This is an optimization exercise on Yosys and OpenROAD, whose aim is small area, a short achievable clock period and few clock cycles, not a production implementation.
At most, simulation tests tie the RTL to the original design; equivalence was not proved.
Power and IR drop assume default switching activity.

==> v3 <==
==> flow/design.v <==
`timescale 1ns / 1ps
module RegisterFile(reset, clk, we, wa, wd, nra1, nra2, rd1, rd2);
    input reset;
    input clk;
    input we;
    input [4:0] wa;
    input [31:0] wd;
    input [4:0] nra1;        
    input [4:0] nra2;
    output [31:0] rd1;
    output [31:0] rd2;
    reg [31:0] data [1:31];
    reg [31:1] valid;
    integer i;
    always @(posedge clk) begin
        for (i = 1; i < 32; i = i + 1)
            if (we && wa == i) data[i] <= wd;
    end
    always @(posedge clk or posedge reset) begin
        if (reset)
            valid <= 31'b0;
        else
            for (i = 1; i < 32; i = i + 1)
                if (we && wa == i) valid[i] <= 1'b1;
    end
    reg [31:1] s1, s2;
    always @(posedge clk) begin
        for (i = 1; i < 32; i = i + 1) begin
            s1[i] <= (nra1 == i) & (valid[i] | (we && wa == i));
            s2[i] <= (nra2 == i) & (valid[i] | (we && wa == i));
        end
    end
    genvar b, g;
    generate
        for (b = 0; b < 32; b = b + 1) begin : BIT
            wire [9:0] n1, n2;
            for (g = 0; g < 10; g = g + 1) begin : GRP
                wire [2:0] d = {data[3*g+3][b], data[3*g+2][b], data[3*g+1][b]};
                RdSel3 u1(.s(s1[3*g+3:3*g+1]), .d(d), .yn(n1[g]));
                RdSel3 u2(.s(s2[3*g+3:3*g+1]), .d(d), .yn(n2[g]));
            end
            assign rd1[b] = ~&n1 | (s1[31] & data[31][b]);
            assign rd2[b] = ~&n2 | (s2[31] & data[31][b]);
        end
    endgenerate
endmodule
module RdSel3(s, d, yn);
    input [2:0] s;
    input [2:0] d;
    output yn;
    assign yn = ~|(s & d);
endmodule
`timescale 1ns / 1ps
module ALU(a, b, sub, sltu, sel_slt, sel_logic, lop, sel_shift, shamt, sfn, oth, sum);
    input [31:0] a;
    input [31:0] b;
    input sub;
    input sltu;
    input sel_slt;
    input sel_logic;
    input [1:0] lop;         
    input sel_shift;
    input [4:0] shamt;
    input [1:0] sfn;         
    output [31:0] oth;
    output [31:0] sum;
    wire [33:0] s = {1'b0, a, 1'b1} + {1'b0, b, sub};
    assign sum = s[32:1];
    wire lt = sltu ? ~s[33] : ((a[31] == b[31]) ? a[31] : s[32]);
    reg [31:0] lg;
    always @(*) begin
        case (lop)
            2'b00: lg = a & b;
            2'b01: lg = a | b;
            2'b10: lg = a ^ b;
            default: lg = ~(a | b);
        endcase
    end
    wire [31:0] sh;
    Shifter SH1(.x(b), .n(shamt), .left(~sfn[1]), .arith(sfn[0]), .y(sh));
    assign oth = sel_slt ? {31'h0, lt} : sel_logic ? lg : sh;
endmodule
module Shifter(x, n, left, arith, y);
    input [31:0] x;
    input [4:0] n;
    input left;
    input arith;
    output [31:0] y;
    function [31:0] rev(input [31:0] v);
        integer k;
        for (k = 0; k < 32; k = k + 1) rev[k] = v[31 - k];
    endfunction
    wire [31:0] xi = left ? rev(x) : x;
    wire fill = arith & x[31];
    wire [63:0] ext = {{32{fill}}, xi};
    wire [31:0] r = ext >> n;
    assign y = left ? rev(r) : r;
endmodule
`timescale 1ns / 1ps
module MultiCycleCPU (reset, clk, mem_addr, mem_wdata, mem_we, mem_rdata);
    input reset;
    input clk;
    output [31:0] mem_addr;
    output [31:0] mem_wdata;
    output mem_we;
    input [31:0] mem_rdata;
    reg  [29:0] fpc;          
    reg  [31:0] ir;           
    reg         dv;           
    reg  [29:0] dpc4;         
    reg  [31:0] ir2;          
    reg         dv2;
    reg         d_jpend;      
    reg         ev;           
    reg  [31:0] e_a, e_b;     
    reg  [31:0] e_sd;         
    reg  [29:0] e_bt;         
    reg  [4:0]  e_wa;         
    reg         e_lw, e_sw, e_beq;
    reg         e_sub, e_sltu, e_slt, e_logic, e_shift;
    reg  [1:0]  e_lop, e_sfn;
    reg  [4:0]  e_sh;
    reg         ld_cyc;       
    reg         st_cyc;       
    reg  [31:0] addr_q;       
    reg  [4:0]  ldrt_q;       
    wire        m_cyc = ld_cyc | st_cyc;
    wire [5:0] op = ir[31:26];
    wire [4:0] rs = ir[25:21];
    wire [4:0] rt = ir[20:16];
    wire [4:0] rd = ir[15:11];
    wire [5:0] fn = ir[5:0];
    wire d_rtype = ~op[5] & ~op[3] & ~op[2] & ~op[1];       
    wire d_jump  = ~op[5] & ~op[3] & op[1];                 
    wire d_jal   = d_jump & op[0];                          
    wire d_beq   = ~op[5] & ~op[3] & op[2];                 
    wire d_itype = ~op[5] & op[3];                          
    wire d_lw    = op[5] & ~op[3];                          
    wire d_sw    = op[5] & op[3];                           
    wire d_jr    = d_rtype & ~fn[5] & fn[3];                
    wire d_fe    = rs == rt;                                
    wire r_alu   = d_rtype & fn[5];
    wire i_lui   = d_itype & op[2] & op[1];
    wire i_andi  = d_itype & op[2] & ~op[1];
    wire i_slt   = d_itype & ~op[2] & op[1];
    wire [4:0] d_wa = d_rtype ? rd : d_jal ? 5'd31 : (d_itype | d_lw) ? rt : 5'd0;
    wire [31:0] ra, rb;
    wire [31:0] e_sum, e_oth;
    reg         e_is_sum;
    wire        rf_we = ld_cyc | (ev & ~e_lw);
    wire [4:0]  rf_wa = ld_cyc ? ldrt_q : e_wa;
    wire [31:0] rf_wd = (~ld_cyc & e_is_sum) ? e_sum : (ld_cyc ? mem_rdata : e_oth);
    wire e_taken    = ev & e_beq & (e_a == e_b);              
    wire e_mem      = ev & (e_lw | e_sw);                     
    wire fe_a, fm_a;
    wire jr_wait    = d_jr & fe_a;
    wire d_adv      = dv & ~e_taken & ~e_mem & ~jr_wait;
    wire d_redirect = d_adv & (d_jr | (d_beq & d_fe) | (d_jump & d_jpend));
    wire fetch_ok   = ~m_cyc & ~e_taken & ~d_redirect & ~(dv & jr_wait);
    wire f_jump     = mem_rdata[31:27] == 5'b00001;           
    wire [31:0] nir = (d_adv | ~dv) ? (dv2 ? ir2 : mem_rdata) : ir;
    RegisterFile RF1(.reset(reset), .clk(clk), .we(rf_we), .wa(rf_wa), .wd(rf_wd),
                     .nra1(nir[25:21]), .nra2(nir[20:16]), .rd1(ra), .rd2(rb));
    assign fe_a = ev & ~e_lw & (e_wa == rs) & (rs != 5'd0);
    wire   fe_b = ev & ~e_lw & (e_wa == rt) & (rt != 5'd0);
    assign fm_a = ld_cyc & (ldrt_q == rs) & (rs != 5'd0);
    wire fm_b = ld_cyc & (ldrt_q == rt) & (rt != 5'd0);
    wire [31:0] a_fwd = (fe_a & e_is_sum) ? e_sum : fe_a ? e_oth : fm_a ? mem_rdata : ra;
    wire [31:0] b_fwd = (fe_b & e_is_sum) ? e_sum : fe_b ? e_oth : fm_b ? mem_rdata : rb;
    wire        d_sub = (r_alu & fn[1] & ~fn[2]) | (r_alu & fn[3]) | i_slt;
    wire [31:0] simm = {{16{ir[15]}}, ir[15:0]};
    wire [31:0] imm  = i_lui ? {ir[15:0], 16'h0000} : i_andi ? {16'h0000, ir[15:0]} : simm;
    wire [29:0] d_bt = dpc4 + simm[29:0];
    wire [29:0] fpc1 = fpc + 30'h1;
    wire [31:0] jr_t = fm_a ? mem_rdata : ra;
    wire        f_jmp_now = fetch_ok & f_jump & (d_adv | ~dv);
    reg  [29:0] fpc_n;
    always @(*) begin
        if (e_taken)
            fpc_n = e_bt;
        else if (d_redirect)
            fpc_n = d_jr ? jr_t[31:2] : d_jump ? {dpc4[29:26], ir[25:0]} : d_bt;
        else if (fetch_ok)
            fpc_n = f_jmp_now ? {fpc[29:26], mem_rdata[25:0]} : fpc1;
        else
            fpc_n = fpc;
    end
    always @(posedge clk or posedge reset) begin
        if (reset) begin
            fpc    <= 30'h0;
            addr_q <= 32'h0;
        end else begin
            fpc    <= fpc_n;
            addr_q <= e_mem ? e_sum : {fpc_n, 2'b00};
        end
    end
    always @(posedge clk or posedge reset) begin
        if (reset) begin
            dv  <= 1'b0;
            dv2 <= 1'b0;
        end else if (e_taken | d_redirect) begin
            dv  <= 1'b0;
            dv2 <= 1'b0;
        end else if (d_adv) begin
            dv  <= dv2 | fetch_ok;
            dv2 <= 1'b0;
        end else if (dv) begin
            dv2 <= dv2 | fetch_ok;
        end else begin
            dv  <= fetch_ok;
        end
    end
    always @(posedge clk) begin
        if (d_adv | ~dv) begin
            ir      <= dv2 ? ir2 : mem_rdata;
            dpc4    <= dv2 ? fpc : fpc1;
            d_jpend <= dv2;
        end
        if (~dv2)
            ir2 <= mem_rdata;
    end
    always @(posedge clk or posedge reset) begin
        if (reset)
            ev <= 1'b0;
        else
            ev <= d_adv;
    end
    always @(posedge clk) begin
        if (d_adv)
            e_sd <= b_fwd;
    end
    always @(posedge clk) begin
        e_a     <= (d_jal | d_jr) ? 32'h0 : a_fwd;
        e_b     <= ((d_rtype & ~d_jr) | d_beq ? b_fwd :
                    (d_jal | d_jr) ? {dpc4, 2'b00} : imm) ^ {32{d_sub}};
        e_bt    <= d_bt;
        e_wa    <= d_wa;
        e_lw    <= d_lw;
        e_sw    <= d_sw;
        e_beq   <= d_beq & ~d_fe;
        e_sub   <= d_sub;
        e_is_sum <= ~((r_alu & fn[3]) | i_slt | (r_alu & fn[2] & ~fn[3]) | i_andi |
                      (d_rtype & ~fn[5] & ~fn[3]));
        e_sltu  <= d_rtype ? fn[0] : op[0];
        e_slt   <= (r_alu & fn[3]) | i_slt;
        e_logic <= (r_alu & fn[2] & ~fn[3]) | i_andi;
        e_lop   <= d_rtype ? fn[1:0] : 2'b00;
        e_shift <= d_rtype & ~fn[5] & ~fn[3];
        e_sfn   <= fn[1:0];
        e_sh    <= ir[10:6];
    end
    ALU ALU1(.a(e_a), .b(e_b), .sub(e_sub), .sltu(e_sltu),
             .sel_slt(e_slt), .sel_logic(e_logic), .lop(e_lop),
             .sel_shift(e_shift), .shamt(e_sh), .sfn(e_sfn),
             .oth(e_oth), .sum(e_sum));
    always @(posedge clk or posedge reset) begin
        if (reset) begin
            ld_cyc <= 1'b0;
            st_cyc <= 1'b0;
        end else begin
            ld_cyc <= ev & e_lw;
            st_cyc <= ev & e_sw;
        end
    end
    always @(posedge clk) begin
        ldrt_q <= e_wa;
    end
    assign mem_addr  = addr_q;
    assign mem_wdata = e_sd;
    assign mem_we    = st_cyc;
endmodule
==> flow/flow/run.sh <==
#!/bin/bash
# Standard synthesis, then the standard layout steps with a larger setup
# margin for the timing repair (the constraints are unchanged).
set -euo pipefail
bash standard.sh synth > synth.log 2>&1
bash standard.sh SETUP_SLACK_MARGIN=7 finish > layout.log 2>&1
==> flow/standard.sh <==
#!/bin/bash
# synth_recipe.tcl (not shown) runs the flow's synth.tcl, then flattens the netlist and writes it again
# the make line also repeats each setting of config.mk as NAME=value (left out here)
make -C /OpenROAD-flow-scripts/flow DESIGN_CONFIG=/design/flow/config.mk WORK_HOME=/design/flow/orfs CLKGATE_MAP_FILE= SYNTH_SCRIPT=/design/flow/synth_recipe.tcl "${@:-finish}"
==> flow/config.mk <==
export PLATFORM = sky130hd
export DESIGN_NAME = MultiCycleCPU
export DESIGN_NICKNAME = MultiCycleCPU
export VERILOG_FILES = /design/flow/design.v
export SDC_FILE = /design/flow/constraint.sdc
export NUM_CORES = 8
export LEC_CHECK = 0
export CAP_MARGIN = 20
export CORE_MARGIN = 2
export CORE_UTILIZATION = 40
export SETUP_SLACK_MARGIN = 5
export SLEW_MARGIN = 20
export SYNTH_HIERARCHICAL = 1
export SYNTH_MINIMUM_KEEP_SIZE = 0
export TNS_END_PERCENT = 5
==> flow/constraint.sdc <==
create_clock -name core_clock -period 9.5 [get_ports {clk}]
set_input_delay 1.9000 -clock core_clock [delete_from_list [all_inputs] [get_ports {clk}]]
set_output_delay 1.9000 -clock core_clock [all_outputs]
set_load 0.01 [all_outputs]
==> inputs of v32, as changes to v3 <==
--- a/flow/design.v
+++ b/flow/design.v
@@ -149,7 +149,9 @@
     reg         e_is_sum;
     wire        rf_we = ld_cyc | (ev & ~e_lw);
     wire [4:0]  rf_wa = ld_cyc ? ldrt_q : e_wa;
-    wire [31:0] rf_wd = (~ld_cyc & e_is_sum) ? e_sum : (ld_cyc ? mem_rdata : e_oth);
+    wire [31:0] rf_wd = ({32{~ld_cyc & e_is_sum}} & e_sum) |
+                        ({32{~ld_cyc & ~e_is_sum}} & e_oth) |
+                        ({32{ld_cyc}} & mem_rdata);
     wire e_taken    = ev & e_beq & (e_a == e_b);              
     wire e_mem      = ev & (e_lw | e_sw);                     
     wire fe_a, fm_a;
@@ -165,33 +167,47 @@
     wire   fe_b = ev & ~e_lw & (e_wa == rt) & (rt != 5'd0);
     assign fm_a = ld_cyc & (ldrt_q == rs) & (rs != 5'd0);
     wire fm_b = ld_cyc & (ldrt_q == rt) & (rt != 5'd0);
-    wire [31:0] a_fwd = (fe_a & e_is_sum) ? e_sum : fe_a ? e_oth : fm_a ? mem_rdata : ra;
     wire [31:0] b_fwd = (fe_b & e_is_sum) ? e_sum : fe_b ? e_oth : fm_b ? mem_rdata : rb;
     wire        d_sub = (r_alu & fn[1] & ~fn[2]) | (r_alu & fn[3]) | i_slt;
     wire [31:0] simm = {{16{ir[15]}}, ir[15:0]};
     wire [31:0] imm  = i_lui ? {ir[15:0], 16'h0000} : i_andi ? {16'h0000, ir[15:0]} : simm;
     wire [29:0] d_bt = dpc4 + simm[29:0];
+    wire        a_zero = d_jal | d_jr;            
+    wire        use_rb = (d_rtype & ~d_jr) | d_beq;
+    wire [31:0] kb     = a_zero ? {dpc4, 2'b00} : imm;
+    wire [31:0] e_a_n  = ({32{~a_zero & fe_a & e_is_sum}} & e_sum) |
+                         ({32{~a_zero & fe_a & ~e_is_sum}} & e_oth) |
+                         ({32{~a_zero & ~fe_a & fm_a}} & mem_rdata) |
+                         ({32{~a_zero & ~fe_a & ~fm_a}} & ra);
+    wire [31:0] e_b_n  = (({32{use_rb & fe_b & e_is_sum}} & e_sum) |
+                          ({32{use_rb & fe_b & ~e_is_sum}} & e_oth) |
+                          ({32{use_rb & ~fe_b & fm_b}} & mem_rdata) |
+                          ({32{use_rb & ~fe_b & ~fm_b}} & rb) |
+                          ({32{~use_rb}} & kb)) ^ {32{d_sub}};
     wire [29:0] fpc1 = fpc + 30'h1;
     wire [31:0] jr_t = fm_a ? mem_rdata : ra;
     wire        f_jmp_now = fetch_ok & f_jump & (d_adv | ~dv);
-    reg  [29:0] fpc_n;
+    wire [29:0] f_jt = {fpc[29:26], mem_rdata[25:0]};
+    reg  [29:0] fpc_b;
     always @(*) begin
         if (e_taken)
-            fpc_n = e_bt;
+            fpc_b = e_bt;
         else if (d_redirect)
-            fpc_n = d_jr ? jr_t[31:2] : d_jump ? {dpc4[29:26], ir[25:0]} : d_bt;
+            fpc_b = d_jr ? jr_t[31:2] : d_jump ? {dpc4[29:26], ir[25:0]} : d_bt;
         else if (fetch_ok)
-            fpc_n = f_jmp_now ? {fpc[29:26], mem_rdata[25:0]} : fpc1;
+            fpc_b = fpc1;
         else
-            fpc_n = fpc;
-    end
+            fpc_b = fpc;
+    end
+    wire [29:0] fpc_n = f_jmp_now ? f_jt : fpc_b;
     always @(posedge clk or posedge reset) begin
         if (reset) begin
             fpc    <= 30'h0;
             addr_q <= 32'h0;
         end else begin
             fpc    <= fpc_n;
-            addr_q <= e_mem ? e_sum : {fpc_n, 2'b00};
+            addr_q <= (f_jmp_now & ~e_mem) ? {f_jt, 2'b00} :
+                      e_mem ? e_sum : {fpc_b, 2'b00};
         end
     end
     always @(posedge clk or posedge reset) begin
@@ -230,9 +246,8 @@
             e_sd <= b_fwd;
     end
     always @(posedge clk) begin
-        e_a     <= (d_jal | d_jr) ? 32'h0 : a_fwd;
-        e_b     <= ((d_rtype & ~d_jr) | d_beq ? b_fwd :
-                    (d_jal | d_jr) ? {dpc4, 2'b00} : imm) ^ {32{d_sub}};
+        e_a     <= e_a_n;
+        e_b     <= e_b_n;
         e_bt    <= d_bt;
         e_wa    <= d_wa;
         e_lw    <= d_lw;
==> flow/flow/run.sh (replaced) <==
#!/bin/bash
# Standard synthesis, then the standard layout steps with a larger setup
# margin for the timing repair, sizing not limited to the cell footprint,
# and buf_2 port buffers. The constraints are unchanged.
set -euo pipefail
bash standard.sh synth > synth.log 2>&1
bash standard.sh SETUP_SLACK_MARGIN=7 "MATCH_CELL_FOOTPRINT=" \
    "BUFFER_PORTS_ARGS=-buffer_cell sky130_fd_sc_hd__buf_2" finish > layout.log 2>&1
- CTS_CLUSTER_DIAMETER: unset -> 110
- CTS_CLUSTER_SIZE: unset -> 26
- TNS_END_PERCENT: 5 -> 0
==> inputs of v12, as changes to v3 <==
--- a/flow/design.v
+++ b/flow/design.v
@@ -149,7 +149,9 @@
     reg         e_is_sum;
     wire        rf_we = ld_cyc | (ev & ~e_lw);
     wire [4:0]  rf_wa = ld_cyc ? ldrt_q : e_wa;
-    wire [31:0] rf_wd = (~ld_cyc & e_is_sum) ? e_sum : (ld_cyc ? mem_rdata : e_oth);
+    wire [31:0] rf_wd = ({32{~ld_cyc & e_is_sum}} & e_sum) |
+                        ({32{~ld_cyc & ~e_is_sum}} & e_oth) |
+                        ({32{ld_cyc}} & mem_rdata);
     wire e_taken    = ev & e_beq & (e_a == e_b);              
     wire e_mem      = ev & (e_lw | e_sw);                     
     wire fe_a, fm_a;
@@ -165,33 +167,47 @@
     wire   fe_b = ev & ~e_lw & (e_wa == rt) & (rt != 5'd0);
     assign fm_a = ld_cyc & (ldrt_q == rs) & (rs != 5'd0);
     wire fm_b = ld_cyc & (ldrt_q == rt) & (rt != 5'd0);
-    wire [31:0] a_fwd = (fe_a & e_is_sum) ? e_sum : fe_a ? e_oth : fm_a ? mem_rdata : ra;
     wire [31:0] b_fwd = (fe_b & e_is_sum) ? e_sum : fe_b ? e_oth : fm_b ? mem_rdata : rb;
     wire        d_sub = (r_alu & fn[1] & ~fn[2]) | (r_alu & fn[3]) | i_slt;
     wire [31:0] simm = {{16{ir[15]}}, ir[15:0]};
     wire [31:0] imm  = i_lui ? {ir[15:0], 16'h0000} : i_andi ? {16'h0000, ir[15:0]} : simm;
     wire [29:0] d_bt = dpc4 + simm[29:0];
+    wire        a_zero = d_jal | d_jr;            
+    wire        use_rb = (d_rtype & ~d_jr) | d_beq;
+    wire [31:0] kb     = a_zero ? {dpc4, 2'b00} : imm;
+    wire [31:0] e_a_n  = ({32{~a_zero & fe_a & e_is_sum}} & e_sum) |
+                         ({32{~a_zero & fe_a & ~e_is_sum}} & e_oth) |
+                         ({32{~a_zero & ~fe_a & fm_a}} & mem_rdata) |
+                         ({32{~a_zero & ~fe_a & ~fm_a}} & ra);
+    wire [31:0] e_b_n  = (({32{use_rb & fe_b & e_is_sum}} & e_sum) |
+                          ({32{use_rb & fe_b & ~e_is_sum}} & e_oth) |
+                          ({32{use_rb & ~fe_b & fm_b}} & mem_rdata) |
+                          ({32{use_rb & ~fe_b & ~fm_b}} & rb) |
+                          ({32{~use_rb}} & kb)) ^ {32{d_sub}};
     wire [29:0] fpc1 = fpc + 30'h1;
     wire [31:0] jr_t = fm_a ? mem_rdata : ra;
     wire        f_jmp_now = fetch_ok & f_jump & (d_adv | ~dv);
-    reg  [29:0] fpc_n;
+    wire [29:0] f_jt = {fpc[29:26], mem_rdata[25:0]};
+    reg  [29:0] fpc_b;
     always @(*) begin
         if (e_taken)
-            fpc_n = e_bt;
+            fpc_b = e_bt;
         else if (d_redirect)
-            fpc_n = d_jr ? jr_t[31:2] : d_jump ? {dpc4[29:26], ir[25:0]} : d_bt;
+            fpc_b = d_jr ? jr_t[31:2] : d_jump ? {dpc4[29:26], ir[25:0]} : d_bt;
         else if (fetch_ok)
-            fpc_n = f_jmp_now ? {fpc[29:26], mem_rdata[25:0]} : fpc1;
+            fpc_b = fpc1;
         else
-            fpc_n = fpc;
-    end
+            fpc_b = fpc;
+    end
+    wire [29:0] fpc_n = f_jmp_now ? f_jt : fpc_b;
     always @(posedge clk or posedge reset) begin
         if (reset) begin
             fpc    <= 30'h0;
             addr_q <= 32'h0;
         end else begin
             fpc    <= fpc_n;
-            addr_q <= e_mem ? e_sum : {fpc_n, 2'b00};
+            addr_q <= (f_jmp_now & ~e_mem) ? {f_jt, 2'b00} :
+                      e_mem ? e_sum : {fpc_b, 2'b00};
         end
     end
     always @(posedge clk or posedge reset) begin
@@ -230,9 +246,8 @@
             e_sd <= b_fwd;
     end
     always @(posedge clk) begin
-        e_a     <= (d_jal | d_jr) ? 32'h0 : a_fwd;
-        e_b     <= ((d_rtype & ~d_jr) | d_beq ? b_fwd :
-                    (d_jal | d_jr) ? {dpc4, 2'b00} : imm) ^ {32{d_sub}};
+        e_a     <= e_a_n;
+        e_b     <= e_b_n;
         e_bt    <= d_bt;
         e_wa    <= d_wa;
         e_lw    <= d_lw;
==> flow/flow/run.sh (replaced) <==
#!/bin/bash
# Standard synthesis, then the standard layout steps with a larger setup
# margin for the timing repair, sizing not limited to the cell footprint,
# and buf_2 port buffers. The constraints are unchanged.
set -euo pipefail
bash standard.sh synth > synth.log 2>&1
bash standard.sh SETUP_SLACK_MARGIN=6.5 "MATCH_CELL_FOOTPRINT=" \
    "BUFFER_PORTS_ARGS=-buffer_cell sky130_fd_sc_hd__buf_2" finish > layout.log 2>&1
- CTS_CLUSTER_DIAMETER: unset -> 100
- CTS_CLUSTER_SIZE: unset -> 22
- TNS_END_PERCENT: 5 -> 0
==> notes <==
v32 produced a clean layout. v12 completed without violations. v3 completed with no timing, DRC or antenna violations. The lowest cell count belongs to v12, the highest to v3. The lowest setup slack belongs to v12, the highest to v32. In v3 the hold slack is lower than in v32, by 0.0061 ns. Die area is the same in v12 and v32. In v12 the synthesized cell count is smaller than in v3, by about 0.5%. Of v12 and v3, v12 has the higher clock skew (gap 0.028 ns). Core utilization, lowest first: v12, v32, v3. Power, lowest first: v12, v32, v3. In v12 the register-to-register slack is worse than in v32, by 0.06 ns. Combinational power, highest first: v3, v32, v12.
==> figures <==
Met2 usage: v3 0.475; v12 0.463; v32 0.477
CTS-repair resized insts: v3 461; v12 258; v32 259
Startpoint type of the worst setup path: v3 input port; v12 flop; v32 flop
Worst IR Drop VDD: v3 0.000258 V; v12 0.000291 V; v32 0.000268 V
Reported sequential group power: v3 11.1 mW; v12 11.3 mW; v32 11.3 mW
PnR Total Power: v3 36.2 mW; v12 32.6 mW; v32 32.6 mW
Internal reg-to-reg setup slack: v3 5.81 ns; v12 5.75 ns; v32 5.81 ns
Maximum single-stage delay on the critical path: v3 0.74 ns; v12 0.62 ns; v32 0.60 ns
Met1 Use GR: v3 0.418; v12 0.410; v32 0.415
Antenna violations before repair: v3 15; v12 15; v32 18
Clk_buf instances: v3 205; v12 101; v32 90
Finished Layout Cells: v3 7,674; v12 7,396; v32 7,424
Count of multi-input combinational gates: v3 3,296; v12 3,271; v32 3,276
Reg2Reg Depth: v3 12; v12 8; v32 12
Highest achievable clock rate: v3 270 MHz; v12 266 MHz; v32 271 MHz
Instance count after placement with tap cells included: v3 7,232; v12 7,211; v32 7,206
Result of the run: v3 finished clean; v12 finished clean; v32 finished clean
Instance count of the mapped netlist: v3 5,042; v12 5,017; v32 5,017
Power attributed to the clock group: v3 5.72 mW; v12 3.59 mW; v32 3.23 mW
Effective utilization at floorplan: v3 0.402; v12 0.402; v32 0.402
CTS H-tree lvls: v3 4; v12 3; v32 2
Relative slew slack: v3 0.168; v12 0.177; v32 0.258
Testbench counts of v32, summed over its fixed seeds: cycles 137,311.
Testbench counts of v12, summed over its fixed seeds: cycles 137,311.
The RTL of v3 was laid out without a check of its function.

[static timing again, ports no longer ideal]
No port has a modelled driver above. Below, the same layouts with a new extraction and two added sets of constraints.
Step 1 assumes that a clkbuf_16 drives the clock port and a buf_2 every other input.
Step 2 also shifts input and output timing later by t, the mid clock arrival at the registers, as if the neighbouring blocks saw the same clock.
a / b / c = ideal / step 1 / step 2; a / b = the first two.
| run | shift t [ns] | setup slack, ns | worst hold slack (ns) |
|---|---|---|---|
| v3 | 0.859 | 5.798 / 5.810 / 4.993 | 0.415 / 0.415 / 0.415 |
| v32 | 0.838 | 5.807 / 5.807 / 5.060 | 0.421 / 0.421 / 0.421 |
| v12 | 0.794 | 5.747 / 5.747 / 5.140 | 0.416 / 0.416 / 0.416 |
After both steps every run listed still meets setup and hold. For v3, which loses most, drivers alone change the setup slack by +0.012 ns; drivers and shift together by -0.805 ns.
